Source: an optimization exercise on an open RTL-to-GDS flow (aim: small area and a short achievable clock period). Production flows keep margins and buffers that such runs may drop.
Function was not checked in any run shown here: the RTL went through the layout flow alone.

### design/flow/config.mk
export PLATFORM = sky130hd
export DESIGN_NAME = g_poker_core
export DESIGN_NICKNAME = g_poker_core
export VERILOG_FILES = /design/flow/design.v
export SDC_FILE = /design/flow/constraint.sdc
export NUM_CORES = 8
export LEC_CHECK = 0
export ABC_AREA = 1
export CAP_MARGIN = 20
export CORE_MARGIN = 2
export CORE_UTILIZATION = 50
export SLEW_MARGIN = 20
### design/flow/run.sh
#!/bin/bash
# synth_recipe.tcl (not shown) runs the flow's synth.tcl, then flattens the netlist and writes it again
# the make line also repeats each setting of config.mk as NAME=value (left out here)
make -C /OpenROAD-flow-scripts/flow DESIGN_CONFIG=/design/flow/config.mk WORK_HOME=/design/flow/orfs CLKGATE_MAP_FILE= SYNTH_SCRIPT=/design/flow/synth_recipe.tcl finish
### design/flow/constraint.sdc
create_clock -name core_clock -period 14.0 [get_ports {clock}]
set_input_delay 2.8000 -clock core_clock [delete_from_list [all_inputs] [get_ports {clock}]]
set_output_delay 2.8000 -clock core_clock [all_outputs]
set_load 0.01 [all_outputs]
### design/flow/design.v
module g_poker_core (
	clock,
	reset_c,
	bet_c,
	betup_c,
	betdw_c,
	start_c,
	hold_c0,
	hold_c1,
	hold_c2,
	hold_c3,
	hold_c4,
	draw_c,
	double_c,
	high_c,
	low_c,
	suit_c,
	hand_c,
	select,
	hold_o0,
	hold_o1,
	hold_o2,
	hold_o3,
	hold_o4,
	Pnum0,
	Pnum1,
	Pnum2,
	Pnum3,
	Pnum4,
	suit0,
	suit1,
	suit2,
	suit3,
	suit4,
	nnum0,
	nnum1,
	nnum2,
	nnum3,
	nnum4,
	nsuit0,
	nsuit1,
	nsuit2,
	nsuit3,
	nsuit4,
	hand_r,
	Dnum0,
	Dnum1,
	highlow,
	highlow_ro,
	wager_b,
	mih_b
);
input wire clock;
input wire reset_c;
input wire bet_c;
input wire betup_c;
input wire betdw_c;
input wire start_c;
input wire hold_c0;
input wire hold_c1;
input wire hold_c2;
input wire hold_c3;
input wire hold_c4;
input wire draw_c;
input wire double_c;
input wire high_c;
input wire low_c;
input wire suit_c;
input wire hand_c;
output wire [3:0] select;
output wire  hold_o0;
output wire  hold_o1;
output wire  hold_o2;
output wire  hold_o3;
output wire  hold_o4;
output wire [3:0] Pnum0;
output wire [3:0] Pnum1;
output wire [3:0] Pnum2;
output wire [3:0] Pnum3;
output wire [3:0] Pnum4;
output wire [2:0] suit0;
output wire [2:0] suit1;
output wire [2:0] suit2;
output wire [2:0] suit3;
output wire [2:0] suit4;
output wire [3:0] nnum0;
output wire [3:0] nnum1;
output wire [3:0] nnum2;
output wire [3:0] nnum3;
output wire [3:0] nnum4;
output wire [2:0] nsuit0;
output wire [2:0] nsuit1;
output wire [2:0] nsuit2;
output wire [2:0] nsuit3;
output wire [2:0] nsuit4;
output wire [3:0] hand_r;
output wire [3:0] Dnum0;
output wire [3:0] Dnum1;
output wire [1:0] highlow;
output wire [1:0] highlow_ro;
output wire [15:0] wager_b;
output wire [15:0] mih_b;
localparam [2:0] S0 = 3'b000, S1 = 3'b100, S2 = 3'b001,
                 S3 = 3'b101, S4 = 3'b010, S5 = 3'b011;
reg [2:0] cur, cur_n;
reg [3:0] sel_r, sel_n;
reg [4:0] hold_r, hold_n;
reg [1:0] hl_r, hl_n;
reg [1:0] updown, updown_n;
wire [1:0] game_s = cur[1:0];
wire bet_s  = (cur == S1);
wire draw_s = (cur == S3);
reg dchance1;
reg dchance2;
always @* begin
	cur_n = cur;
	sel_n = sel_r;
	hold_n = hold_r;
	hl_n = hl_r;
	updown_n = 2'b00;
	case (cur)
		S0: begin
			if (~bet_c) begin cur_n = S1; sel_n = 4'b0001; end
			else sel_n = 4'b0000;
		end
		S1: begin
			sel_n = 4'b0001;
			if (~betup_c) updown_n = 2'b01;
			else if (~betdw_c) updown_n = 2'b10;
			else if (~start_c) begin cur_n = S2; sel_n = 4'b0010; end
		end
		S2: begin
			sel_n = 4'b0010;
			if (~hold_c0) hold_n[0] = ~hold_r[0];
			else if (~hold_c1) hold_n[1] = ~hold_r[1];
			else if (~hold_c2) hold_n[2] = ~hold_r[2];
			else if (~hold_c3) hold_n[3] = ~hold_r[3];
			else if (~hold_c4) hold_n[4] = ~hold_r[4];
			else if (~suit_c) sel_n = 4'b0011;
			else if (~draw_c) begin cur_n = S3; sel_n = 4'b0100; end
		end
		S3: begin
			if (dchance1 & ~double_c) begin cur_n = S4; sel_n = 4'b0101; end
			else if (~suit_c) sel_n = 4'b1011;
			else if (~hand_c) sel_n = 4'b0110;
			else if (~bet_c) begin cur_n = S1; hold_n = 5'b0; sel_n = 4'b0001; end
			else sel_n = 4'b0100;
		end
		S4: begin
			if (~high_c) begin cur_n = S5; hl_n = 2'b01; sel_n = 4'b1101; end
			else if (~low_c) begin cur_n = S5; hl_n = 2'b10; sel_n = 4'b1101; end
			else begin hl_n = 2'b00; sel_n = 4'b0101; end
		end
		S5: begin
			if (~double_c & dchance2) begin cur_n = S4; hl_n = 2'b00; sel_n = 4'b0101; end
			else if (~double_c | ~bet_c) begin cur_n = S1; hold_n = 5'b0; hl_n = 2'b00; sel_n = 4'b0001; end
			else if (~hand_c) sel_n = 4'b0111;
			else begin hl_n = 2'b00; sel_n = 4'b1101; end
		end
		default: ;
	endcase
end
always @(posedge clock or negedge reset_c) begin
	if (~reset_c) begin
		cur <= S0;
		sel_r <= 4'b0;
		hold_r <= 5'b0;
		hl_r <= 2'b0;
		updown <= 2'b0;
	end
	else begin
		cur <= cur_n;
		sel_r <= sel_n;
		hold_r <= hold_n;
		hl_r <= hl_n;
		updown <= updown_n;
	end
end
assign select = sel_r;
assign {hold_o4, hold_o3, hold_o2, hold_o1, hold_o0} = hold_r;
assign highlow = hl_r;
reg [15:0] wager_o, mih_o;
reg [15:0] money_r;
reg [15:0] wager1;
wire        w_ge = (wager_o >= money_r);
wire [15:0] w_c  = w_ge ? money_r : wager_o;
reg  [15:0] wager_n;
always @* begin
	if (updown == 2'b01) wager_n = w_ge ? money_r : wager_o + 16'd10;
	else if (updown == 2'b10) wager_n = (w_c > 16'd10) ? w_c - 16'd10 : w_c;
	else wager_n = w_c;
end
always @(posedge clock or negedge reset_c) begin
	if (~reset_c) begin
		wager_o <= 16'd10;
		mih_o <= 16'd1000;
	end
	else if (bet_s) begin
		wager_o <= wager_n;
		mih_o <= money_r;
	end
end
reg  [3:0] hand_q;
reg  [1:0] hlr_v;        
wire [15:0] diff = mih_o - wager_o;
reg  [15:0] kw;
reg         pay, nopay;
always @* begin
	pay = 1'b1;
	nopay = 1'b0;
	case (hand_q)
		4'b0010, 4'b0011: kw = wager_o;
		4'b0100: kw = {wager_o[14:0], 1'b0};
		4'b0101: kw = {wager_o[13:0], 2'b0};
		4'b0110: kw = wager_o * 16'd5;
		4'b0111: kw = wager_o * 16'd10;
		4'b1000: kw = wager_o * 16'd15;
		4'b1010: kw = wager_o * 16'd100;
		default: begin kw = 16'd0; pay = 1'b0; nopay = (hand_q[3:1] == 3'b000); end
	endcase
end
reg [15:0] money_n, wager1_n;
always @* begin
	money_n = money_r;
	wager1_n = wager1;
	if (game_s == 2'b01) begin
		if (pay) begin wager1_n = kw; money_n = diff + kw; end
		else if (nopay) money_n = diff;
	end
	else if (game_s == 2'b11) begin
		if (hlr_v == 2'b01) begin wager1_n = {wager1[14:0], 1'b0}; money_n = diff + {wager1[14:0], 1'b0}; end
		else if (hlr_v == 2'b10) money_n = diff + wager1;
		else if (hlr_v == 2'b11) money_n = diff;
	end
end
always @(posedge clock or negedge reset_c) begin
	if (~reset_c) begin
		money_r <= 16'd1000;
		wager1 <= 16'd0;
	end
	else begin
		money_r <= money_n;
		wager1 <= wager1_n;
	end
end
function [15:0] bcd;
	input [15:0] v;
	reg [15:0] b1000, b100, b10, b1;
	begin
		b1000 = v / 16'd1000;
		b100 = v % 16'd1000 / 16'd100;
		b10 = v % 16'd100 / 16'd10;
		b1 = v % 16'd10;
		bcd = {b1000[3:0], b100[3:0], b10[3:0], b1[3:0]};
	end
endfunction
function [15:0] inc10;
	input [15:0] d;
	reg c1, c2;
	begin
		c1 = (d[7:4] == 4'd9);
		c2 = c1 & (d[11:8] == 4'd9);
		inc10[3:0] = d[3:0];
		inc10[7:4] = c1 ? 4'd0 : d[7:4] + 4'd1;
		inc10[11:8] = c2 ? 4'd0 : (c1 ? d[11:8] + 4'd1 : d[11:8]);
		inc10[15:12] = d[15:12] + {3'd0, c2};
	end
endfunction
function [15:0] dec10;
	input [15:0] d;
	reg b1, b2;
	begin
		b1 = (d[7:4] == 4'd0);
		b2 = b1 & (d[11:8] == 4'd0);
		dec10[3:0] = d[3:0];
		dec10[7:4] = b1 ? 4'd9 : d[7:4] - 4'd1;
		dec10[11:8] = b2 ? 4'd9 : (b1 ? d[11:8] - 4'd1 : d[11:8]);
		dec10[15:12] = d[15:12] - {3'd0, b2};
	end
endfunction
reg [15:0] wb_r, hb_r, wb_n;
wire [15:0] money_b = bcd(money_r);
wire [16:0] w_up = {1'b0, wager_o} + 17'd10;
wire [15:0] w_cb = w_ge ? hb_r : wb_r;
always @* begin
	if (updown == 2'b01) wb_n = w_ge ? hb_r : (w_up[16] ? {12'd0, w_up[3:0]} : inc10(wb_r));
	else if (updown == 2'b10) wb_n = (w_c > 16'd10) ? dec10(w_cb) : w_cb;
	else wb_n = w_ge ? money_b : wb_r;
end
always @(posedge clock or negedge reset_c) begin
	if (~reset_c) begin
		wb_r <= 16'h0010;
		hb_r <= 16'h1000;
	end
	else if (bet_s) begin
		wb_r <= wb_n;
		hb_r <= money_b;
	end
end
assign wager_b = wb_r;
assign mih_b = hb_r;
localparam [255:0] DIV2 = 256'h2aaaaaaaaaaaaaaaaaaaaaaaaaaaaaaaaaaaaaaaaaaaaaaaaaaaaaaaaaaaaaaa;
localparam [255:0] DIV3 = 256'h4924924924924924924924924924924924924924924924924924924924924924;
localparam [255:0] DIV5 = 256'h4210842108421084210842108421084210842108421084210842108421084210;
localparam [255:0] DIV7 = 256'h0810204081020408102040810204081020408102040810204081020408102040;
localparam [255:0] DIV11 = 256'h1002004008010020040080100200400801002004008010020040080100200400;
localparam [255:0] DIV13 = 256'h0040020010008004002001000800400200100080040020010008004002001000;
localparam [255:0] DIV17 = 256'h4000200010000800040002000100008000400020001000080004000200010000;
localparam [255:0] DIV19 = 256'h0040000800010000200004000080001000020000400008000100002000040000;
localparam [255:0] DIV23 = 256'h1000002000004000008000010000020000040000080000100000200000400000;
reg [7:0] count;
reg [39:0] rn;           
reg [19:0] rs;           
reg [19:0] Pn;           
reg [14:0] Ps;           
reg [3:0] Dn0, Dn1;
reg [1:0] d_count;
wire [9:0] adv = {DIV23[count], DIV19[count], DIV17[count], DIV13[count], DIV11[count],
                  DIV7[count], DIV5[count], DIV3[count], DIV2[count], 1'b1};
wire ld_d0 = (game_s == 2'b10) & (d_count == 2'd0) & dchance1;
wire ld_d1 = (game_s == 2'b10) & (d_count == 2'd1) & dchance2;
wire ld_d2 = (game_s == 2'b10) & (d_count == 2'd2) & dchance2;
wire tick  = (game_s != 2'b01) & ~ld_d0 & ~ld_d1 & ~ld_d2;
function [2:0] suitv;
	input [1:0] s;
	suitv = {1'b0, s} + 3'd1;
endfunction
function [3:0] inc13;
	input [3:0] n;
	inc13 = (n == 4'd13) ? 4'd1 : n + 4'd1;
endfunction
reg [39:0] rn_n;
reg [19:0] rs_n;
reg [19:0] Pn_n;
reg [14:0] Ps_n;
integer i;
always @* begin
	rn_n = rn;
	rs_n = rs;
	for (i = 0; i < 10; i = i + 1)
		if (adv[i]) begin
			rn_n[4*i +: 4] = inc13(rn[4*i +: 4]);
			rs_n[2*i +: 2] = rs[2*i +: 2] + 2'd1;
		end
	for (i = 0; i < 5; i = i + 1) begin
		Pn_n[4*i +: 4] = rn[4*i +: 4];
		Ps_n[3*i +: 3] = suitv(rs[2*i +: 2]);
	end
end
always @(posedge clock or negedge reset_c) begin
	if (~reset_c) begin
		count <= 8'd0;
		rn <= {10{4'd1}};
		rs <= 20'd0;
		Pn <= 20'd0;
		Ps <= 15'd0;
		Dn0 <= 4'd0;
		Dn1 <= 4'd0;
	end
	else begin
		if (game_s == 2'b01) begin
			Pn <= Pn_n;
			Ps <= Ps_n;
		end
		if (ld_d0) begin Dn0 <= rn[3:0]; Dn1 <= rn[7:4]; end
		if (ld_d1) begin Dn0 <= rn[11:8]; Dn1 <= rn[15:12]; end
		if (ld_d2) begin Dn0 <= rn[19:16]; Dn1 <= rn[23:20]; end
		if (tick) begin
			count <= (count == 8'd255) ? 8'd1 : count + 8'd1;
			rn <= rn_n;
			rs <= rs_n;
		end
	end
end
assign {Pnum4, Pnum3, Pnum2, Pnum1, Pnum0} = Pn;
assign {suit4, suit3, suit2, suit1, suit0} = Ps;
assign Dnum0 = Dn0;
assign Dnum1 = Dn1;
reg [19:0] nn;
reg [14:0] ns;
reg [19:0] nn_n;
reg [14:0] ns_n;
reg pjudge;
always @* begin
	for (i = 0; i < 5; i = i + 1) begin
		nn_n[4*i +: 4] = hold_r[i] ? Pn[4*i +: 4] : rn[4*(i+5) +: 4];
		ns_n[3*i +: 3] = hold_r[i] ? Ps[3*i +: 3] : suitv(rs[2*(i+5) +: 2]);
	end
end
always @(posedge clock or negedge reset_c) begin
	if (~reset_c) begin
		nn <= 20'd0;
		ns <= 15'd0;
		pjudge <= 1'b0;
	end
	else begin
		pjudge <= draw_s;
		if (draw_s) begin
			nn <= nn_n;
			ns <= ns_n;
		end
	end
end
assign {nnum4, nnum3, nnum2, nnum1, nnum0} = nn;
assign {nsuit4, nsuit3, nsuit2, nsuit1, nsuit0} = ns;
function [19:0] sort5;
	input [19:0] v;
	reg [3:0] x0, x1, x2, x3, x4, t;
	begin
		{x4, x3, x2, x1, x0} = v;
		if (x0 > x1) begin t = x0; x0 = x1; x1 = t; end
		if (x3 > x4) begin t = x3; x3 = x4; x4 = t; end
		if (x2 > x4) begin t = x2; x2 = x4; x4 = t; end
		if (x2 > x3) begin t = x2; x2 = x3; x3 = t; end
		if (x0 > x3) begin t = x0; x0 = x3; x3 = t; end
		if (x0 > x2) begin t = x0; x0 = x2; x2 = t; end
		if (x1 > x4) begin t = x1; x1 = x4; x4 = t; end
		if (x1 > x3) begin t = x1; x1 = x3; x3 = t; end
		if (x1 > x2) begin t = x1; x1 = x2; x2 = t; end
		sort5 = {x4, x3, x2, x1, x0};
	end
endfunction
wire [19:0] srt = sort5(nn);
wire [3:0] a0 = srt[3:0], a1 = srt[7:4], a2 = srt[11:8], a3 = srt[15:12], a4 = srt[19:16];
wire e01 = (a0 == a1);
wire e12 = (a1 == a2);
wire e23 = (a2 == a3);
wire e34 = (a3 == a4);
wire flush = (ns[2:0] == ns[5:3]) & (ns[2:0] == ns[8:6]) & (ns[2:0] == ns[11:9]) &
             (ns[2:0] == ns[14:12]);
wire [3:0] d20 = a2 - a0;
wire [3:0] d42 = a4 - a2;
wire [3:0] d40 = a4 - a0;
wire [3:0] d31 = a3 - a1;
wire straight = ((d20 == 4'd2) | (d42 == 4'd2)) & ((d40 == 4'd4) | (d40 == 4'd12)) &
                ((d31 == 4'd2) | (d31 == 4'd10));
wire royal = ((a0 == 4'd1) & (a1 == 4'd10)) | ((a0 == 4'd7) & (a1 == 4'd9));
reg [3:0] hand_n;
always @* begin
	if (flush) begin
		if ((e01 & e12 & e23) | (e12 & e23 & e34)) hand_n = 4'b0111;
		else if (straight) hand_n = royal ? 4'b1010 : 4'b1000;
		else hand_n = 4'b0101;
	end
	else begin
		case ({e01, e12, e23, e34})
			4'b0000: hand_n = straight ? 4'b0100 : 4'b0000;
			4'b0001, 4'b0010, 4'b0100, 4'b1000: hand_n = 4'b0001;
			4'b0101, 4'b1001, 4'b1010: hand_n = 4'b0010;
			4'b0011, 4'b0110, 4'b1100: hand_n = 4'b0011;
			4'b1011, 4'b1101: hand_n = 4'b0110;
			default: hand_n = 4'b0111;
		endcase
	end
end
always @(posedge clock or negedge reset_c) begin
	if (~reset_c) begin
		hand_q <= 4'b1111;
		dchance1 <= 1'b0;
	end
	else if (pjudge) begin
		hand_q <= hand_n;
		dchance1 <= (hand_n[3:1] != 3'b000);
	end
	else hand_q <= 4'b1111;
end
assign hand_r = hand_q;
reg [1:0] hl_ro;
reg hl_v;
wire hl_act  = (hl_r == 2'b01) | (hl_r == 2'b10);
wire hl_lose = (hl_r == 2'b01) ? (Dn0 > Dn1) : (Dn0 < Dn1);
wire hl_eq   = (Dn0 == Dn1);
wire [1:0] dc_inc = d_count + 2'd1;
always @(posedge clock or negedge reset_c) begin
	if (~reset_c) begin
		hl_ro <= 2'b00;
		hl_v <= 1'b0;
		dchance2 <= 1'b0;
		d_count <= 2'b00;
	end
	else if (~bet_c) begin
		hl_ro <= 2'b00;
		hl_v <= 1'b0;
		dchance2 <= 1'b0;
		d_count <= 2'b00;
	end
	else begin
		hl_v <= hl_act;
		if (hl_act) begin
			if (hl_lose) begin
				hl_ro <= 2'b11;
				dchance2 <= 1'b0;
				d_count <= 2'b00;
			end
			else begin
				hl_ro <= hl_eq ? 2'b10 : 2'b01;
				dchance2 <= (dc_inc != 2'b11);
				d_count <= (dc_inc == 2'b11) ? 2'b00 : dc_inc;
			end
		end
		else if (d_count == 2'b11) begin
			d_count <= 2'b00;
			dchance2 <= 1'b0;
		end
	end
end
always @* hlr_v = hl_v ? hl_ro : 2'b00;
assign highlow_ro = hl_ro;
endmodule
==> results by group, run 1 <==
Run status
  • Status: complete, no violations

STA
  • Setup slack after layout: 3090 ps
  • Hold Vio Cnt, Final: 0
  • Fin. max-slew vios: 0
  • Max Freq: ~90 MHz
  • Worst-Margin Slew: 1230 ps
  • Max_slew headroom: 0.170
  • Skew final: 30.7 ps
  • Post-route clock period utilization: 0.779
  • Fin crit period: 10,910 ps
  • Setup TNS: 0 ps
  • RSZ-0062 raised after global routing: false
  • # setup viols final: 0

Clock tree
  • Setup Buffers After CTS: 0
  • Cts repair resizes: 0
  • CTS tree: yes
  • Clock slew at reported path FFs: 60 ps
  • Num CTS Buffers: 36
  • CTS Hold Bufs: 0
  • CTS Buffer Depth: 3
  • CTS HTree Levels: 2
  • Skew-Pair Late Insertion Delay: 590 ps
  • Clock root cell: clkbuf_16
  • Total clock sinks: ~270

Worst setup path
  • Setup crit end kind: flip-flop
  • Critical Path RT: 14,460 ps
  • CP max-delay cell: dfrtp_1
  • Critical path buffer and inverter count: 8
  • CP max stage delay: roughly 650 ps
  • Family with the most delay on the worst path: simple AND/OR/NAND/NOR gates
  • Kind of critical path: flip-flop to flip-flop
  • Critical path fanouts, max: 22
  • Cell repeated most along the worst path: nand2_1
  • Startpoint types: flip-flop
  • Crit path DAT: 11,370 ps

Min path
  • Type of the tightest min-delay check: flip-flop to flip-flop

Global routing
  • First-pass GRT wire length: 143 mm
  • Largest net degree at the start of global routing: 73
  • GRT overflow: 0
  • Initial antenna violation count: 0
  • Vias in the first global route: 26,817
  • Total GRT Usage: 0.292

Floorplan
  • Die H: between 200 and 250 um
  • IO Count: 144
  • Die width: between 200 and 250 um
  • Die area: 60,800 um2
  • Initial core utilization: 0.508
  • Core Region: 57,900 um2
  • Site row count: 88

Synth
  • Post-synth EDFFs: 0
  • Average cell area after synthesis: 6.76 um2
  • FF+latch count, synth: roughly 270
  • Synthesized Nets: roughly 4,600
  • Post-synthesis xor/xnor area fraction: 0.0484
  • Post-Synth Adder-Cell Area: 0.123
  • Post-synth ARST share: 1.00
  • Top_reg_cell synth: dfrtp_1
  • Register area share after synthesis: 0.230
  • Most instantiated cells after synthesis: nand2_1 (892), inv_1 (603), o21ai_0 (474), nor2_1 (436), dfrtp_1 (239)
  • Post-synthesis mux area share: 0.000681
  • Top cells by area, synth: dfrtp_1 (20%), nand2_1 (11%), ha_1 (9.7%), o21ai_0 (8.1%), inv_1 (7.7%)
  • Largest area contributor in the synthesized netlist: dfrtp_1
  • Yosys top cell area share: 0.203
  • Post-synth cell types: 91
  • Synth Area in Compound Gates: 0.198
  • Fraction of the mapped netlist area in simple logic gates: 0.295
  • Yosys warnings: 1
  • Top-count cell post-synth: nand2_1
  • Largest family of logic cells by synthesized area: simple AND/OR/NAND/NOR gates
  • Cells after Synth: 4,349
  • Synthesized cell area: 29,400 um2

Place
  • IO buf count: 143
  • Post-DP Area: 31,300 um2
  • Placer Congestion: 0.930
  • Post-DP HPWL: 68.8 mm
  • Worst slack, placed: 3110 ps

Route
  • Final ANT Viol Nets: 0
  • DR iter-0 viols: slightly above 2,000
  • Overall routed net length: 88.5 mm
  • Vias post-DR: 28,668
  • Drt wl/cell: 16.9 um
  • Via/cell ratio: 5.49
  • First-pass DRT Iterations: 8
  • DR DRC count: 0

Cells and area
  • Post-route cell area: 32,500 um2
  • Diode count: 0
  • Multi-input logic area: 19,600 um2
  • Fin nets: 4,718
  • Layout cell share with drive strength beyond 1: 0.0825
  • # fillers: 5,762
  • Area grow syn2layout: 10.6%
  • Flip-flop and latch area: 6770 um2

Job
  • Maxcap violations: 0
layout make-up:
class,instances,share of cell area
repair buffers,161,0.0483
multi-input cells,3312,0.601
clock buffers,47,0.0311
well taps,765,0.0294
inverters,655,0.0766
clock inverters,16,0.00569
flip-flops and latches,269,0.208
sequential cells by signal, indices dropped and copies added (netlist names), 15 cells and up:
name and cells:
wager_o 16, ns 15, wb_r 16, rn 40, mih_o 16, rs 20
Pn 20, nn 20, wager1 16, Ps 15, hb_r 15, money_r 16
layer usage:
layer / global-route usage / part of all wire
met1: 0.404 / 0.47
met2: 0.477 / 0.45
met3: 0.0442 / 0.061
met4: 0.0716 / 0.022
met5: 0 / 0
cell families (layout without fill, tap and decap cells):
logic type,count (synthesis),after routing
flops,269,269
fa+ha+maj,266,266
buf+inv,768,879
mux,2,2
compound gates,1011,1011
xor+xnor,154,154
simple gates,1879,1879
worst register-to-register path, delay by kind of cell, from the launching register on:
kind                   cells  cell delay [ps]
AND/OR/NAND/NOR           66             8160
AO/OA/AOI/OAI              5             1010
buffers and inverters      8              770
flip-flops                 1              650
XOR/XNOR                   1              210
per-stage QoR:
step / utilization / cells / hold slack [ps]
2_1_floorplan: - / 4349 / 446
5_1_grt: 0.562 / 5225 / 504
4_1_cts: 0.562 / 5225 / 483
3_3_place_gp: 0.541 / 5162 / 461
6_report: 0.562 / 5225 / 486
3_5_place_dp: 0.541 / 5162 / 470
cell usage in the layout (no fill, tap or decap), types with 36 or more instances in the layout:
cell type / netlist / routed
a21oi_1: 238 / 238
clkbuf_16: 0 / 36
clkdlybuf4s50_1: 0 / 142
dfrtp_1: 239 / 239
fa_1: 38 / 38
ha_1: 228 / 228
inv_1: 603 / 601
nand2_1: 892 / 892
nand2_2: 76 / 76
nand3_1: 199 / 198
nand4_1: 44 / 44
nor2_1: 436 / 434
nor3_1: 72 / 72
o211ai_1: 59 / 59
o21ai_0: 474 / 474
o22ai_1: 38 / 38
xnor2_1: 53 / 53
xor2_1: 94 / 94
final timing paths:
check                      slack (ps)   startpoint  cells after the start        end
setup / recovery                 3090  money_r[12]                     80    hb_r[4]
hold / removal                    490        rs[1]                      2      rs[1]
setup reg to reg                 3090  money_r[12]                     80    hb_r[4]
hold reg to reg                   490        rs[1]                      2      rs[1]
max in group asynchronous        8760      reset_c                      4   count[3]
min in group asynchronous        2210      reset_c                      1  wager1[7]
==> run 2: changes to the inputs <==
--- a/design/flow/config.mk
+++ b/design/flow/config.mk
@@ -5,7 +5,6 @@
 export SDC_FILE = /design/flow/constraint.sdc
 export NUM_CORES = 8
 export LEC_CHECK = 0
-export ABC_AREA = 1
 export CAP_MARGIN = 20
 export CORE_MARGIN = 2
 export CORE_UTILIZATION = 50
==> results by group, run 2 <==
Synth
  • Top_reg_cell synth: dfrtp_1
  • Post-synth cell types: between 100 and 150
  • Largest family of logic cells by synthesized area: compound AO/OA/AOI/OAI gates
  • Synth Area in Compound Gates: 0.289
  • Yosys warnings: 1
  • Fraction of the mapped netlist area in simple logic gates: 0.189
  • Top-count cell post-synth: nand2_1
  • Synthesized cell area: around 30,000 um2
  • Post-synth ARST share: 1.00
  • Top cells by area, synth: dfrtp_1 (20%), ha_1 (9.6%), nand2_1 (6.0%), o21ai_0 (5.4%), a21oi_1 (5.3%)
  • Cells after Synth: ~3,800
  • Post-synthesis mux area share: 0.0578
  • Average cell area after synthesis: approximately 7.8 um2
  • Post-synth EDFFs: 0
  • Post-synthesis xor/xnor area fraction: 0.0550
  • Synthesized Nets: 4,107
  • Post-Synth Adder-Cell Area: 0.123
  • Most instantiated cells after synthesis: nand2_1 (480), o21ai_0 (320), a21oi_1 (314), nor2_1 (297), dfrtp_1 (239)
  • FF+latch count, synth: 269
  • Yosys top cell area share: 0.201
  • Largest area contributor in the synthesized netlist: dfrtp_1
  • Register area share after synthesis: 0.227

STA
  • Post-route clock period utilization: 0.863
  • Skew final: between 20 and 25 ps
  • Worst-Margin Slew: 1090 ps
  • Max Freq: 82.7 MHz
  • Max_slew headroom: 0.271
  • Fin. max-slew vios: 0
  • Setup TNS: 0 ps
  • Fin crit period: 12,090 ps
  • Hold Vio Cnt, Final: 0
  • Setup slack after layout: 1910 ps
  • # setup viols final: 0
  • RSZ-0062 raised after global routing: false

Clock tree
  • Skew-Pair Late Insertion Delay: between 500 and 600 ps
  • Setup Buffers After CTS: 0
  • Cts repair resizes: 0
  • CTS Hold Bufs: 0
  • Clock slew at reported path FFs: 60 ps
  • CTS tree: yes
  • Clock root cell: clkbuf_16
  • CTS HTree Levels: 2
  • Num CTS Buffers: 36
  • Total clock sinks: between 200 and 300
  • CTS Buffer Depth: 3

Route
  • Final ANT Viol Nets: 0
  • Vias post-DR: around 29,000
  • Drt wl/cell: 20.9 um
  • DR DRC count: 0
  • First-pass DRT Iterations: 6
  • Via/cell ratio: about 6.3
  • DR iter-0 viols: 2,535
  • Overall routed net length: 96.5 mm

Global routing
  • Total GRT Usage: 0.309
  • GRT overflow: 0
  • First-pass GRT wire length: 153 mm
  • Global Route met1 Usage: 0.396
  • Busiest grt layer: met2
  • Initial antenna violation count: 1
  • Largest net degree at the start of global routing: 187
  • Met2 GRT Util: 0.523
  • Vias in the first global route: 27,942
  • GR Util met3: 0.0505

Worst setup path
  • Reg2Reg Depth: 54
  • Critical Path Start: nn[13]
  • Critical Path RT: 14,470 ps
  • Startpoint types: flip-flop
  • CP max-delay cell: o21ai_1
  • Setup crit end kind: flip-flop
  • Crit path DAT: approximately 13,000 ps
  • Critical path fanouts, max: 14
  • Kind of critical path: flip-flop to flip-flop
  • Crit path capture: hand_q[0]
  • Flop2flop setup slack: 1910 ps
  • Reg2reg start: nn[13]
  • Cell repeated most along the worst path: o21ai_0
  • CP max stage delay: 640 ps
  • Reg2Reg Capture Point: hand_q[0]

Cells and area
  • # fillers: 5,534
  • Fin nets: approximately 4,000
  • Area grow syn2layout: 10.3%
  • Diode count: 0
  • Most common cell after layout, fill and taps aside: nand2_1
  • Top reg by flops: rn
  • Max FFs per register: 40
  • Layout cell share with drive strength beyond 1: 0.0722
  • Most frequent cells in the layout: nand2_1 (478), o21ai_0 (320), a21oi_1 (312)

Floorplan
  • Die H: approximately 250 um
  • IO Count: 144
  • Die area: 61,500 um2
  • Die width: 248 um
  • Site row count: a little under 90
  • Core Region: approximately 59,000 um2
  • Initial core utilization: 0.506

Place
  • Placer Congestion: 0.894
  • Post-DP HPWL: 71.7 mm
  • IO buf count: 143
  • Worst slack, placed: roughly 2000 ps

Min path
  • Type of the tightest min-delay check: flip-flop to flip-flop

Run status
  • Status: complete, no violations

Job
  • Maxcap violations: 0
run 2: cell types whose count changed after synthesis, sizes merged, moves of 123 or more:
| cell | delta |
|---|---|
| nand3 | -136 |
| inv | -437 |
| mux2i | +123 |
| nor2 | -180 |
| o21ai | -154 |
| nand2 | -519 |
run 2: how the worst min path moves through the flow:
stage                  start   endpoint  cells after the start
finish               wb_r[1]    wb_r[1]                      1
global route        mih_o[8]   mih_o[8]                      2
CTS                  wb_r[1]    wb_r[1]                      1
detailed placement   wb_r[1]    wb_r[1]                      1
global placement     wb_r[1]    wb_r[1]                      1
floorplan             pjudge  hand_q[3]                      1
run 2: critical path: cells and delay by family, from the launching register on:
kind	cells	cell delay, ps
AO/OA/AOI/OAI	27	6210
adder cells (fa/ha/maj)	7	2120
AND/OR/NAND/NOR	13	1610
multiplexers	3	1140
flip-flops	1	420
XOR/XNOR	2	270
buffers and inverters	2	210
run 2: logic make-up after synthesis:
family | count (synthesis)
fa+ha+maj | 271
mux | 164
xor+xnor | 186
simple gates | 1225
compound gates | 1277
flops | 269
buf+inv | 432
run 2: area by class of cell:
class,instances,area (um2),area share
inverters,205,769,0.0234
well taps,773,967,0.0294
clock inverters,15,239,0.00727
flip-flops and latches,269,6770,0.206
repair buffers,188,1810,0.0550
clock buffers,50,1000,0.0305
multi-input cells,3123,21300,0.648
run 2: metrics by stage:
step           hold WS, ps  std cells   util  area [um2]
2_1_floorplan          425       3824      -       29800
3_3_place_gp           466       4557  0.536       31600
3_5_place_dp           467       4557  0.536       31600
4_1_cts                480       4622  0.557       32800
5_1_grt                498       4623  0.558       32900
6_report               476       4623  0.558       32900
run 2: metal layers:
metal / routed length [um] / vias to the layer above
met4: 3640 / 2
met1: 41600 / 14014
met2: 45800 / 919
met3: 5470 / 183
met5: 13 / -
li1: - / 13907
==> run 3: changes to the inputs <==
--- a/design/flow/design.v
+++ b/design/flow/design.v
@@ -243,15 +243,32 @@
 		wager1 <= wager1_n;
 	end
 end
+function [3:0] add3;
+	input [3:0] x;
+	case (x)
+		4'd5: add3 = 4'd8;
+		4'd6: add3 = 4'd9;
+		4'd7: add3 = 4'd10;
+		4'd8: add3 = 4'd11;
+		4'd9: add3 = 4'd12;
+		default: add3 = x;
+	endcase
+endfunction
 function [15:0] bcd;
 	input [15:0] v;
-	reg [15:0] b1000, b100, b10, b1;
+	reg [35:0] s;
+	integer k;
 	begin
-		b1000 = v / 16'd1000;
-		b100 = v % 16'd1000 / 16'd100;
-		b10 = v % 16'd100 / 16'd10;
-		b1 = v % 16'd10;
-		bcd = {b1000[3:0], b100[3:0], b10[3:0], b1[3:0]};
+		s = {20'd0, v};
+		for (k = 0; k < 16; k = k + 1) begin
+			s[19:16] = add3(s[19:16]);
+			s[23:20] = add3(s[23:20]);
+			s[27:24] = add3(s[27:24]);
+			s[31:28] = add3(s[31:28]);
+			s = s << 1;
+		end
+		bcd[11:0] = s[27:16];
+		bcd[15:12] = ({s[34:32], 1'b0} ^ {s[32], 3'b000}) + s[31:28];
 	end
 endfunction
 function [15:0] inc10;
--- a/design/flow/config.mk
+++ b/design/flow/config.mk
@@ -5,6 +5,7 @@
 export SDC_FILE = /design/flow/constraint.sdc
 export NUM_CORES = 8
 export LEC_CHECK = 0
+export ABC_AREA = 1
 export CAP_MARGIN = 20
 export CORE_MARGIN = 2
 export CORE_UTILIZATION = 50
==> results by group, run 3 <==
Worst setup path
  • Kind of critical path: flip-flop to flip-flop
  • Startpoint types: flip-flop
  • CP max stage delay: 790 ps
  • Critical path fanouts, max: 16
  • CP max-delay cell: a32oi_1
  • Critical Path RT: ~14,000 ps
  • Crit path DAT: 12,110 ps
  • Setup crit end kind: flip-flop
  • Cell repeated most along the worst path: inv_1

Clock tree
  • Cts repair resizes: 0
  • Total clock sinks: roughly 270
  • CTS Buffer Depth: 3
  • CTS Hold Bufs: 0
  • Setup Buffers After CTS: 0
  • Clock root cell: clkbuf_16
  • CTS HTree Levels: 2
  • Clock slew at reported path FFs: 60 ps
  • Skew-Pair Late Insertion Delay: around 560 ps
  • CTS tree: yes
  • Num CTS Buffers: 35

Synth
  • Synthesized Nets: 3,975
  • Post-synth cell types: 70
  • Post-synth ARST share: 1.00
  • Cells after Synth: ~3,700
  • Register area share after synthesis: 0.265
  • Top cells by area, synth: dfrtp_1 (23%), nand2_1 (11%), ha_1 (11%), o21ai_0 (8.6%), inv_1 (7.4%)
  • Yosys warnings: 1
  • Top_reg_cell synth: dfrtp_1
  • FF+latch count, synth: 269
  • Largest area contributor in the synthesized netlist: dfrtp_1
  • Average cell area after synthesis: around 6.9 um2
  • Post-synth EDFFs: 0
  • Yosys top cell area share: 0.234
  • Synthesized cell area: approximately 26,000 um2
  • Top-count cell post-synth: nand2_1
  • Most instantiated cells after synthesis: nand2_1 (767), inv_1 (502), o21ai_0 (438), nor2_1 (319), dfrtp_1 (239)

Global routing
  • Vias in the first global route: 25,065
  • Global Route met1 Usage: 0.406
  • GRT overflow: 0
  • Initial antenna violation count: 7
  • Total GRT Usage: 0.309
  • Met2 GRT Util: 0.513
  • GR Util met3: 0.0554
  • First-pass GRT wire length: 132 mm
  • Largest net degree at the start of global routing: 96
  • Busiest grt layer: met2

Route
  • Final ANT Viol Nets: 0
  • Drt wl/cell: between 15 and 20 um
  • Overall routed net length: 83.0 mm
  • First-pass DRT Iterations: 6
  • Vias post-DR: 25,998
  • Via/cell ratio: 5.78
  • DR DRC count: 0
  • DR iter-0 viols: 2,040

Floorplan
  • Die area: 52,900 um2
  • IO Count: between 100 and 150
  • Die H: 230 um
  • Site row count: 82
  • Initial core utilization: 0.508
  • Die width: 230 um
  • Core Region: about 50,000 um2

Job
  • Maxcap violations: 0

STA
  • Post-route clock period utilization: 0.833
  • Max Freq: roughly 86 MHz
  • Skew final: between 30 and 40 ps
  • RSZ-0062 raised after global routing: false
  • Fin. max-slew vios: 0
  • Setup TNS: 0 ps
  • Worst-Margin Slew: 1070 ps
  • Max_slew headroom: 0.279
  • Hold Vio Cnt, Final: 0
  • # setup viols final: 0
  • Fin crit period: 11,660 ps

Cells and area
  • Max FFs per register: 40
  • Layout cell share with drive strength beyond 1: 0.0640
  • # fillers: 4,799
  • Diode count: 0
  • Area grow syn2layout: 12.9%
  • Fin nets: 4,086
  • Post-route cell area: 28,800 um2
  • Most common cell after layout, fill and taps aside: nand2_1
  • Most frequent cells in the layout: nand2_1 (767), inv_1 (501), o21ai_0 (438)
  • Final core utilization: 0.574
  • Top reg by flops: rn

Min path
  • Type of the tightest min-delay check: flip-flop to flip-flop

Place
  • Placer Congestion: 0.946
  • Post-DP HPWL: ~64 mm
  • IO buf count: 143
  • Post-DP Area: 27,600 um2

Run status
  • Status: complete, no violations
## run 3: cell count changes after synthesis, sizes merged, moves of 75 or more
| cell | delta |
|---|---|
| inv | +337 |
| nand2 | +325 |
| o21ai | +138 |
| mux2i | -123 |
| nand3 | +93 |
| xnor2 | -91 |
| a21oi | -90 |
| clkbuf | -75 |
## run 3: worst max-delay path, delay by kind of cell, from the launching register on
kind	cells	cell delay, ps
compound gates	22	5370
xor+xnor	2	380
fa+ha+maj	7	2160
buf+inv	14	1820
flops	1	400
simple gates	16	1440
## run 3: worst paths after layout
kind	startpoint	to	slack (ps)	depth (start not counted)
max	nn[19]	dchance1	2340	61
min	wb_r[0]	wb_r[0]	480	2
max reg2reg	nn[19]	dchance1	2340	61
min reg2reg	wb_r[0]	wb_r[0]	480	2
max in group asynchronous	reset_c	rn[7]	9690	3
min in group asynchronous	reset_c	wager1[5]	2300	1
## run 3: layout make-up
| type | count | area, um2 | area share |
|---|---|---|---|
| clock inverter | 13 | 159 | 0.00551 |
| tap | 672 | 841 | 0.0292 |
| inverter | 555 | 2080 | 0.0723 |
| multi-input combinational | 2780 | 16400 | 0.568 |
| timing repair buffer | 161 | 1580 | 0.0549 |
| sequential | 269 | 6770 | 0.235 |
| clock buffer | 51 | 1020 | 0.0352 |
## run 3: metrics by stage
stage	hold slack, ps	std cells	setup WS, ps
6_report	481	4501	2340
5_1_grt	515	4501	981
3_5_place_dp	468	4436	2660
3_3_place_gp	468	4436	3260
2_1_floorplan	445	3691	4390
4_1_cts	481	4500	2580
## run 3: cells by family (layout without fill, tap and decap cells)
kind of cell / after synthesis / count (layout) / share of synthesized area
AO/OA/AOI/OAI: 988 / 988 / 0.227
XOR/XNOR: 99 / 99 / 0.0339
adder cells (fa/ha/maj): 267 / 267 / 0.142
buffers and inverters: 642 / 780 / 0.0946
flip-flops: 269 / 269 / 0.265
multiplexers: 2 / 2 / 0.000784
AND/OR/NAND/NOR: 1424 / 1424 / 0.237
## run 3: per-layer routing
layer	vias up	wire length, um
li1	12621	-
met1	12282	35900
met2	915	38300
met3	166	6100
met4	14	2520
met5	-	94
==> run 4: changes to the inputs <==
--- a/design/flow/design.v
+++ b/design/flow/design.v
@@ -179,68 +179,95 @@
 assign select = sel_r;
 assign {hold_o4, hold_o3, hold_o2, hold_o1, hold_o0} = hold_r;
 assign highlow = hl_r;
-reg [15:0] wager_o, mih_o;
+reg [15:0] wager_o;
+reg [15:0] mih_d;
 reg [15:0] money_r;
 reg [15:0] wager1;
-wire        w_ge = (wager_o >= money_r);
-wire [15:0] w_c  = w_ge ? money_r : wager_o;
-reg  [15:0] wager_n;
+wire        w_ge  = (wager_o >= money_r);
+wire        w_gt10 = (wager_o > 16'd10);
+wire        m_gt10 = (money_r > 16'd10);
+wire [15:0] w_p10 = wager_o + 16'd10;
+wire [15:0] w_m10 = wager_o - 16'd10;
+wire [15:0] m_m10 = money_r - 16'd10;
+wire [15:0] x0    = money_r - wager_o;
+wire [15:0] x_m10 = money_r - wager_o - 16'd10;
+wire [15:0] x_p10 = money_r - wager_o + 16'd10;
+reg  [15:0] wager_n, mih_d_n;
 always @* begin
-	if (updown == 2'b01) wager_n = w_ge ? money_r : wager_o + 16'd10;
-	else if (updown == 2'b10) wager_n = (w_c > 16'd10) ? w_c - 16'd10 : w_c;
-	else wager_n = w_c;
+	if (updown == 2'b01) begin
+		wager_n = w_ge ? money_r : w_p10;
+		mih_d_n = w_ge ? 16'd0 : x_m10;
+	end
+	else if (updown == 2'b10) begin
+		if (w_ge) begin
+			wager_n = m_gt10 ? m_m10 : money_r;
+			mih_d_n = m_gt10 ? 16'd10 : 16'd0;
+		end
+		else begin
+			wager_n = w_gt10 ? w_m10 : wager_o;
+			mih_d_n = w_gt10 ? x_p10 : x0;
+		end
+	end
+	else begin
+		wager_n = w_ge ? money_r : wager_o;
+		mih_d_n = w_ge ? 16'd0 : x0;
+	end
 end
 always @(posedge clock or negedge reset_c) begin
 	if (~reset_c) begin
 		wager_o <= 16'd10;
-		mih_o <= 16'd1000;
+		mih_d <= 16'd990;
 	end
 	else if (bet_s) begin
 		wager_o <= wager_n;
-		mih_o <= money_r;
+		mih_d <= mih_d_n;
 	end
 end
 reg  [3:0] hand_q;
 reg  [1:0] hlr_v;        
-wire [15:0] diff = mih_o - wager_o;
-reg  [15:0] kw;
-reg         pay, nopay;
+reg  [15:0] t1, t2, t3;
+reg         cin, pay, nopay;
+wire [15:0] w = wager_o;
 always @* begin
+	t1 = 16'd0;
+	t2 = 16'd0;
+	t3 = 16'd0;
+	cin = 1'b0;
 	pay = 1'b1;
 	nopay = 1'b0;
 	case (hand_q)
-		4'b0010, 4'b0011: kw = wager_o;
-		4'b0100: kw = {wager_o[14:0], 1'b0};
-		4'b0101: kw = {wager_o[13:0], 2'b0};
-		4'b0110: kw = wager_o * 16'd5;
-		4'b0111: kw = wager_o * 16'd10;
-		4'b1000: kw = wager_o * 16'd15;
-		4'b1010: kw = wager_o * 16'd100;
-		default: begin kw = 16'd0; pay = 1'b0; nopay = (hand_q[3:1] == 3'b000); end
+		4'b0010, 4'b0011: t1 = w;
+		4'b0100: t1 = {w[14:0], 1'b0};
+		4'b0101: t1 = {w[13:0], 2'b0};
+		4'b0110: begin t1 = {w[13:0], 2'b0}; t2 = w; end
+		4'b0111: begin t1 = {w[12:0], 3'b0}; t2 = {w[14:0], 1'b0}; end
+		4'b1000: begin t1 = {w[11:0], 4'b0}; t2 = ~w; cin = 1'b1; end
+		4'b1010: begin t1 = {w[9:0], 6'b0}; t2 = {w[10:0], 5'b0}; t3 = {w[13:0], 2'b0}; end
+		default: begin pay = 1'b0; nopay = (hand_q[3:1] == 3'b000); end
 	endcase
-end
-reg [15:0] money_n, wager1_n;
-always @* begin
-	money_n = money_r;
-	wager1_n = wager1;
-	if (game_s == 2'b01) begin
-		if (pay) begin wager1_n = kw; money_n = diff + kw; end
-		else if (nopay) money_n = diff;
-	end
-	else if (game_s == 2'b11) begin
-		if (hlr_v == 2'b01) begin wager1_n = {wager1[14:0], 1'b0}; money_n = diff + {wager1[14:0], 1'b0}; end
-		else if (hlr_v == 2'b10) money_n = diff + wager1;
-		else if (hlr_v == 2'b11) money_n = diff;
+	if (game_s == 2'b11) begin
+		t1 = (hlr_v == 2'b01) ? {wager1[14:0], 1'b0} : (hlr_v == 2'b10) ? wager1 : 16'd0;
+		t2 = 16'd0;
+		t3 = 16'd0;
+		cin = 1'b0;
 	end
 end
+wire [15:0] ks = t1 ^ t2 ^ t3;
+wire [15:0] kc = (t1 & t2) | (t1 & t3) | (t2 & t3);
+wire [15:0] ms = mih_d ^ ks ^ {kc[14:0], cin};
+wire [15:0] mc = (mih_d & ks) | (mih_d & {kc[14:0], cin}) | (ks & {kc[14:0], cin});
+wire [15:0] kw = ks + {kc[14:0], cin};
+wire [15:0] msum = ms + {mc[14:0], 1'b0};
+wire m_en = ((game_s == 2'b01) & (pay | nopay)) | ((game_s == 2'b11) & (hlr_v != 2'b00));
+wire w1_en = ((game_s == 2'b01) & pay) | ((game_s == 2'b11) & (hlr_v == 2'b01));
 always @(posedge clock or negedge reset_c) begin
 	if (~reset_c) begin
 		money_r <= 16'd1000;
 		wager1 <= 16'd0;
 	end
 	else begin
-		money_r <= money_n;
-		wager1 <= wager1_n;
+		if (m_en) money_r <= msum;
+		if (w1_en) wager1 <= kw;
 	end
 end
 function [3:0] add3;
@@ -301,7 +328,7 @@
 wire [15:0] w_cb = w_ge ? hb_r : wb_r;
 always @* begin
 	if (updown == 2'b01) wb_n = w_ge ? hb_r : (w_up[16] ? {12'd0, w_up[3:0]} : inc10(wb_r));
-	else if (updown == 2'b10) wb_n = (w_c > 16'd10) ? dec10(w_cb) : w_cb;
+	else if (updown == 2'b10) wb_n = (w_ge ? m_gt10 : w_gt10) ? dec10(w_cb) : w_cb;
 	else wb_n = w_ge ? money_b : wb_r;
 end
 always @(posedge clock or negedge reset_c) begin
@@ -420,24 +447,41 @@
 end
 assign {nnum4, nnum3, nnum2, nnum1, nnum0} = nn;
 assign {nsuit4, nsuit3, nsuit2, nsuit1, nsuit0} = ns;
-function [19:0] sort5;
-	input [19:0] v;
-	reg [3:0] x0, x1, x2, x3, x4, t;
+function lt4;
+	input [3:0] x;
+	input [3:0] y;
+	lt4 = (~x[3] & y[3]) |
+	      (~(x[3] ^ y[3]) & ((~x[2] & y[2]) |
+	       (~(x[2] ^ y[2]) & ((~x[1] & y[1]) |
+	        (~(x[1] ^ y[1]) & ~x[0] & y[0])))));
+endfunction
+wire [3:0] c0 = nn[3:0], c1 = nn[7:4], c2 = nn[11:8], c3 = nn[15:12], c4 = nn[19:16];
+wire b10 = ~lt4(c1, c0), b20 = ~lt4(c2, c0), b30 = ~lt4(c3, c0), b40 = ~lt4(c4, c0);
+wire b21 = ~lt4(c2, c1), b31 = ~lt4(c3, c1), b41 = ~lt4(c4, c1);
+wire b32 = ~lt4(c3, c2), b42 = ~lt4(c4, c2);
+wire b43 = ~lt4(c4, c3);
+wire [3:0] bf0 = {~b40, ~b30, ~b20, ~b10};
+wire [3:0] bf1 = {~b41, ~b31, ~b21, b10};
+wire [3:0] bf2 = {~b42, ~b32, b21, b20};
+wire [3:0] bf3 = {~b43, b32, b31, b30};
+wire [3:0] bf4 = {b43, b42, b41, b40};
+function [4:0] onehot_count;
+	input [3:0] x;
+	reg [2:0] n;
 	begin
-		{x4, x3, x2, x1, x0} = v;
-		if (x0 > x1) begin t = x0; x0 = x1; x1 = t; end
-		if (x3 > x4) begin t = x3; x3 = x4; x4 = t; end
-		if (x2 > x4) begin t = x2; x2 = x4; x4 = t; end
-		if (x2 > x3) begin t = x2; x2 = x3; x3 = t; end
-		if (x0 > x3) begin t = x0; x0 = x3; x3 = t; end
-		if (x0 > x2) begin t = x0; x0 = x2; x2 = t; end
-		if (x1 > x4) begin t = x1; x1 = x4; x4 = t; end
-		if (x1 > x3) begin t = x1; x1 = x3; x3 = t; end
-		if (x1 > x2) begin t = x1; x1 = x2; x2 = t; end
-		sort5 = {x4, x3, x2, x1, x0};
+		n = x[0] + x[1] + x[2] + x[3];
+		onehot_count = 5'd1 << n;
 	end
 endfunction
-wire [19:0] srt = sort5(nn);
+wire [4:0] r0 = onehot_count(bf0), r1 = onehot_count(bf1), r2 = onehot_count(bf2),
+           r3 = onehot_count(bf3), r4 = onehot_count(bf4);
+reg [19:0] srt;
+integer k;
+always @* begin
+	for (k = 0; k < 5; k = k + 1)
+		srt[4*k +: 4] = ({4{r0[k]}} & c0) | ({4{r1[k]}} & c1) | ({4{r2[k]}} & c2) |
+		                ({4{r3[k]}} & c3) | ({4{r4[k]}} & c4);
+end
 wire [3:0] a0 = srt[3:0], a1 = srt[7:4], a2 = srt[11:8], a3 = srt[15:12], a4 = srt[19:16];
 wire e01 = (a0 == a1);
 wire e12 = (a1 == a2);
--- a/design/flow/config.mk
+++ b/design/flow/config.mk
@@ -5,7 +5,8 @@
 export SDC_FILE = /design/flow/constraint.sdc
 export NUM_CORES = 8
 export LEC_CHECK = 0
-export ABC_AREA = 1
+export ABC_AREA = 0
+export ABC_CLOCK_PERIOD_IN_PS = 4000
 export CAP_MARGIN = 20
 export CORE_MARGIN = 2
 export CORE_UTILIZATION = 50
==> results by group, run 4 <==
Clock tree
  • Cts repair resizes: 0
  • CTS tree: yes
  • Total clock sinks: 270
  • Setup Buffers After CTS: 0
  • Clock slew at reported path FFs: 50 ps
  • Skew-Pair Late Insertion Delay: 580 ps
  • Num CTS Buffers: 36
  • Clock root cell: clkbuf_16
  • CTS Buffer Depth: 3
  • CTS HTree Levels: 2
  • CTS Hold Bufs: 0

Cells and area
  • Diode count: 0
  • Max FFs per register: 40
  • Most frequent cells in the layout: nand2_1 (502), o21ai_0 (307), dfrtp_1 (238)
  • Top reg by flops: rn
  • Area grow syn2layout: 11.3%
  • Layout cell share with drive strength beyond 1: 0.0696
  • Final core utilization: 0.563
  • # fillers: between 4,000 and 5,000
  • Most common cell after layout, fill and taps aside: nand2_1
  • Fin nets: 3,522
  • Post-route insts no fill: 4,042

Synth
  • Synthesized cell area: about 26,000 um2
  • Average cell area after synthesis: 7.77 um2
  • Top-count cell post-synth: nand2_1
  • Largest area contributor in the synthesized netlist: dfrtp_1
  • FF+latch count, synth: between 200 and 300
  • Yosys top cell area share: 0.229
  • Post-synth ARST share: 1.00
  • Post-synth EDFFs: 0
  • Top cells by area, synth: dfrtp_1 (23%), nand2_1 (7.3%), ha_1 (6.5%), o21ai_0 (5.9%), a21oi_1 (4.0%)
  • Cells after Synth: 3,338
  • Yosys warnings: 1
  • Register area share after synthesis: 0.262
  • Synthesized Nets: 3,526
  • Post-synth cell types: 121
  • Most instantiated cells after synthesis: nand2_1 (504), o21ai_0 (308), dfrtp_1 (238), nor2_1 (233), a21oi_1 (210)
  • Top_reg_cell synth: dfrtp_1

Floorplan
  • Site row count: 83
  • Die area: 53,700 um2
  • Die H: ~230 um
  • Core Region: about 51,000 um2
  • Die width: 232 um
  • IO Count: 144
  • Initial core utilization: 0.506

Route
  • Drt wl/cell: roughly 21 um
  • Overall routed net length: 84.3 mm
  • Vias post-DR: 25,773
  • DR DRC count: 0
  • Final ANT Viol Nets: 0
  • First-pass DRT Iterations: 13
  • Via/cell ratio: 6.38
  • DR iter-0 viols: 2,800

STA
  • Max_slew headroom: 0.252
  • RSZ-0062 raised after global routing: false
  • Setup slack after layout: 6120 ps
  • Fin. max-slew vios: 0
  • Post-route clock period utilization: 0.563
  • Fin crit period: about 7900 ps
  • # setup viols final: 0
  • Worst-Margin Slew: 1120 ps
  • Hold Vio Cnt, Final: 0
  • Setup TNS: 0 ps
  • Max Freq: 127 MHz
  • Skew final: approximately 30 ps

Global routing
  • First-pass GRT wire length: 134 mm
  • Largest net degree at the start of global routing: 110
  • GRT overflow: 0
  • Initial antenna violation count: 0
  • Total GRT Usage: 0.308
  • Vias in the first global route: about 24,000

Min path
  • Type of the tightest min-delay check: flip-flop to flip-flop
  • Hold Startpoint: pjudge

Job
  • Maxcap violations: 0

Place
  • IO buf count: about 140
  • Worst slack, placed: 6260 ps
  • Post-DP HPWL: 61.2 mm
  • Dpl cells: 3,976
  • Placer Congestion: 0.927

Worst setup path
  • Critical Path RT: 14,460 ps
  • Reg2Reg Capture Point: wb_r[15]
  • Kind of critical path: flip-flop to flip-flop
  • Reg2reg start: money_r[14]
  • Crit path DAT: 8340 ps
  • Critical Path Start: money_r[14]
  • Flop2flop setup slack: around 6000 ps
  • Reg2Reg Depth: 23
  • Setup crit end kind: flip-flop
  • Crit path capture: wb_r[15]
  • Critical path fanouts, max: 29
  • Startpoint types: flip-flop

Run status
  • Status: complete, no violations
run 4: final cells by class:
type / count / area [um2] / area share
multi-input cells: 2676 / 17600 / 0.611
flip-flops and latches: 270 / 6800 / 0.235
repair buffers: 180 / 1710 / 0.0594
clock buffers: 51 / 997 / 0.0345
well taps: 680 / 851 / 0.0295
inverters: 170 / 639 / 0.0221
clock inverters: 15 / 234 / 0.00810
run 4: how the worst min path moves through the flow:
stage / to / depth (start not counted)
after global placement: rs[11] / 2
after global routing: rs[1] / 2
final: hand_q[1] / 1
after CTS: hand_q[1] / 1
after detailed placement: rs[1] / 2
after floorplan: hand_q[1] / 1
run 4: routing by layer:
layer  share of wire  global-route usage  vias to the layer above
li1                -                   -                    12160
met5               0                   0                        -
met1            0.43               0.406                    12525
met3           0.065              0.0470                      140
met4           0.031               0.109                        0
met2            0.48               0.512                      948
run 4: worst max-delay path, cell delays in order (launching register included):
cell and delay, ps:
dfrtp_1 910, clkinv_1 510, nor4b_1 550, a311oi_1 160, a31oi_2 560, a2111oi_4 90
nor2_1 400, a21boi_1 250, nor2_1 480, o21ai_0 150, a41oi_1 260, nand4_1 470
o21ai_0 290, and2_1 410, nand3_2 200, a21oi_4 270, xnor2_1 180, nor2_1 70
o31a_1 280, ha_1 210, fa_1 380, xnor2_1 300, o31ai_1 130, a311oi_1 240
run 4: stage by stage:
stage	instance area, um2	hold slack, ps
finish	28900	481
global route	28900	505
CTS	28900	484
detailed placement	27600	471
global placement	27600	463
floorplan	26000	438
run 4: kinds of logic after synthesis:
group / Yosys count / share of synthesized area
muxes: 112 / 0.0457
AOI/OAI and AO/OA: 1060 / 0.273
DFF: 270 / 0.262
adders and majority gates: 178 / 0.0960
and+or+nand+nor: 1182 / 0.215
xor gates and xnor gates: 144 / 0.0486
buffers and inverters: 392 / 0.0606
==> run 5: changes to the inputs <==
--- a/design/flow/config.mk
+++ b/design/flow/config.mk
@@ -5,8 +5,7 @@
 export SDC_FILE = /design/flow/constraint.sdc
 export NUM_CORES = 8
 export LEC_CHECK = 0
-export ABC_AREA = 0
-export ABC_CLOCK_PERIOD_IN_PS = 4000
+export ABC_AREA = 1
 export CAP_MARGIN = 20
 export CORE_MARGIN = 2
 export CORE_UTILIZATION = 50
==> results by group, run 5 <==
Synth
  • Synthesized Nets: ~3,700
  • Post-synth ARST share: 1.00
  • Top-count cell post-synth: nand2_1
  • Average cell area after synthesis: roughly 7 um2
  • FF+latch count, synth: 270
  • Post-synth EDFFs: 0
  • Post-synth cell types: approximately 70
  • Yosys top cell area share: 0.249
  • Yosys warnings: 1
  • Cells after Synth: 3,473
  • Top_reg_cell synth: dfrtp_1
  • Synthesized cell area: around 24,000 um2
  • Largest area contributor in the synthesized netlist: dfrtp_1
  • Top cells by area, synth: dfrtp_1 (25%), nand2_1 (11%), ha_1 (7.0%), inv_1 (7.0%), o21ai_0 (6.6%)
  • Most instantiated cells after synthesis: nand2_1 (713), inv_1 (444), nor2_1 (334), o21ai_0 (316), dfrtp_1 (238)
  • Register area share after synthesis: 0.284

Global routing
  • Total GRT Usage: 0.325
  • Initial antenna violation count: 1
  • Largest net degree at the start of global routing: approximately 170
  • GRT overflow: 0
  • Vias in the first global route: 24,039
  • First-pass GRT wire length: 129 mm

STA
  • Setup slack after layout: 7640 ps
  • Worst-Margin Slew: 984 ps
  • Fin crit period: 6360 ps
  • # setup viols final: 0
  • Max Freq: 157 MHz
  • Skew final: 22.5 ps
  • Setup TNS: 0 ps
  • RSZ-0062 raised after global routing: false
  • Hold Vio Cnt, Final: 0
  • Fin. max-slew vios: 0
  • Post-route clock period utilization: 0.454
  • Max_slew headroom: 0.342

Clock tree
  • CTS Hold Bufs: 0
  • Skew-Pair Late Insertion Delay: about 570 ps
  • Cts repair resizes: 0
  • Clock root cell: clkbuf_16
  • Num CTS Buffers: 34
  • Total clock sinks: 270
  • CTS Buffer Depth: 3
  • Setup Buffers After CTS: 0
  • CTS tree: yes
  • Clock slew at reported path FFs: 60 ps
  • CTS HTree Levels: 2

Worst setup path
  • Setup crit end kind: flip-flop
  • Critical Path RT: 14,480 ps
  • Crit path DAT: 6840 ps
  • Cell repeated most along the worst path: nand2_1
  • CP max-delay cell: clkinv_1
  • Kind of critical path: flip-flop to flip-flop
  • Critical path fanouts, max: 35
  • Critical path, cell by cell: nand2_1, clkinv_1, a211oi_1, ha_1, inv_1, fa_1, inv_1, ha_1, inv_1, fa_1, o31ai_1, inv_1, o21ai_0, nand3_1, nand2_1, nand3_1, nand2_1, a21oi_1, o21bai_1, nand2_1, nand2_1, a21oi_1, xor2_1, o21ai_0
  • Startpoint types: flip-flop
  • CP max stage delay: 1040 ps

Place
  • Placer Congestion: 0.936
  • Post-DP HPWL: 62.2 mm
  • Post-DP Area: 25,900 um2
  • Worst slack, placed: 7670 ps
  • IO buf count: 143

Cells and area
  • Area grow syn2layout: 12.8%
  • Post-route cell area: 27,000 um2
  • Fin nets: approximately 3,700
  • Most frequent cells in the layout: nand2_1 (713), inv_1 (444), nor2_1 (330)
  • Top reg by flops: rn
  • Max FFs per register: 40
  • Layout cell share with drive strength beyond 1: 0.0691
  • Most common cell after layout, fill and taps aside: nand2_1

Min path
  • Type of the tightest min-delay check: flip-flop to flip-flop

Floorplan
  • Initial core utilization: 0.504
  • Die width: 223 um
  • Core Region: 47,400 um2
  • IO Count: 144
  • Site row count: 80
  • Die H: 223 um
  • Die area: 49,600 um2

Route
  • DR iter-0 viols: 2,434
  • Final ANT Viol Nets: 0
  • First-pass DRT Iterations: 8
  • Via/cell ratio: 5.91
  • Drt wl/cell: between 15 and 20 um
  • DR DRC count: 0
  • Vias post-DR: roughly 25,000
  • Overall routed net length: 81.5 mm

Job
  • Maxcap violations: 0

Run status
  • Status: complete, no violations
## run 5: cell families (layout without fill, tap and decap cells)
kind of cell,after synthesis,in the layout,synth area share
and+or+nand+nor,1435,1435,0.257
AOI/OAI and AO/OA,864,864,0.218
buffers and inverters,617,731,0.0980
DFF,270,270,0.284
adders and majority gates,171,171,0.101
xor gates and xnor gates,116,116,0.0425
other,0,1,0
## run 5: critical path, delay by kind of cell, from the launching register on
family	cells	cell delay (ps)
DFF	1	450
AOI/OAI and AO/OA	7	1780
and+or+nand+nor	7	1280
buffers and inverters	5	1310
xor gates and xnor gates	1	150
adders and majority gates	4	1290
## run 5: through the flow
step           utilization  hold WS, ps  cells
3_3_place_gp         0.545          465   4140
2_1_floorplan            -          445   3473
3_5_place_dp         0.545          479   4140
5_1_grt              0.569          501   4202
4_1_cts              0.569          479   4202
6_report             0.569          483   4203
## run 5: metal layers
layer	routed length, um	part of all wire	vias up	global-route usage
li1	-	-	11868	-
met1	33400	0.41	11747	0.406
met2	39000	0.48	1008	0.552
met3	4990	0.061	231	0.0442
met4	4090	0.050	0	0.160
met5	0	0	-	0
## run 5: final timing paths
| check | cells after the start | startpoint | to | slack [ps] |
|---|---|---|---|---|
| hold / removal | 1 | pjudge | hand_q[1] | 480 |
| hold reg to reg | 1 | pjudge | hand_q[1] | 480 |
| min in group asynchronous | 1 | reset_c | mih_d[14] | 2240 |
| setup / recovery | 24 | cur[0] | money_r[15] | 7640 |
| setup reg to reg | 24 | cur[0] | money_r[15] | 7640 |
| max in group asynchronous | 2 | reset_c | Pn[5] | 10350 |
## run 5: final cells by class
type                    count  area [um2]
diodes                      1        2.50
clock buffers              48         943
clock inverters            14         176
fillers                  4533       20500
inverters                 507        1910
multi-input cells        2586       14800
flip-flops and latches    270        6800
well taps                 615         769
repair buffers            162        1590

static timing again, ports no longer ideal:
The results above use ideal ports. As a check the final layouts listed here were re-extracted and re-timed, cells and wires unchanged.
Step 1: set_driving_cell puts a clkbuf_16 on clock and a buf_2 on each other input, an assumption about the parent block.
Step 2, shift: input delay + t, output delay - t, t = (earliest + latest rising clock arrival at the registers) / 2. This alone moves slack from input paths to output paths.
Slacks: ideal / step 1 / step 2; pairs: ideal / step 1.
run | t, ns | setup slack, ns | worst hold slack (ns) | worst setup path after step 2 | slew at the worst register clock pin (ns)
run 1 | 0.625 | 3.091 / 3.091 / 3.091 | 0.486 / 0.486 / 0.486 | register to register | 0.07 / 0.07
run 2 | 0.622 | 1.914 / 1.914 / 1.914 | 0.476 / 0.476 / 0.476 | register to register | 0.07 / 0.07
run 3 | 0.609 | 2.343 / 2.343 / 2.343 | 0.481 / 0.481 / 0.481 | register to register | 0.06 / 0.06
run 4 | 0.629 | 6.118 / 6.118 / 6.118 | 0.481 / 0.481 / 0.481 | register to register | 0.06 / 0.06
run 5 | 0.613 | 7.640 / 7.640 / 7.640 | 0.483 / 0.483 / 0.483 | register to register | 0.06 / 0.06
After both steps every run listed still meets setup and hold.
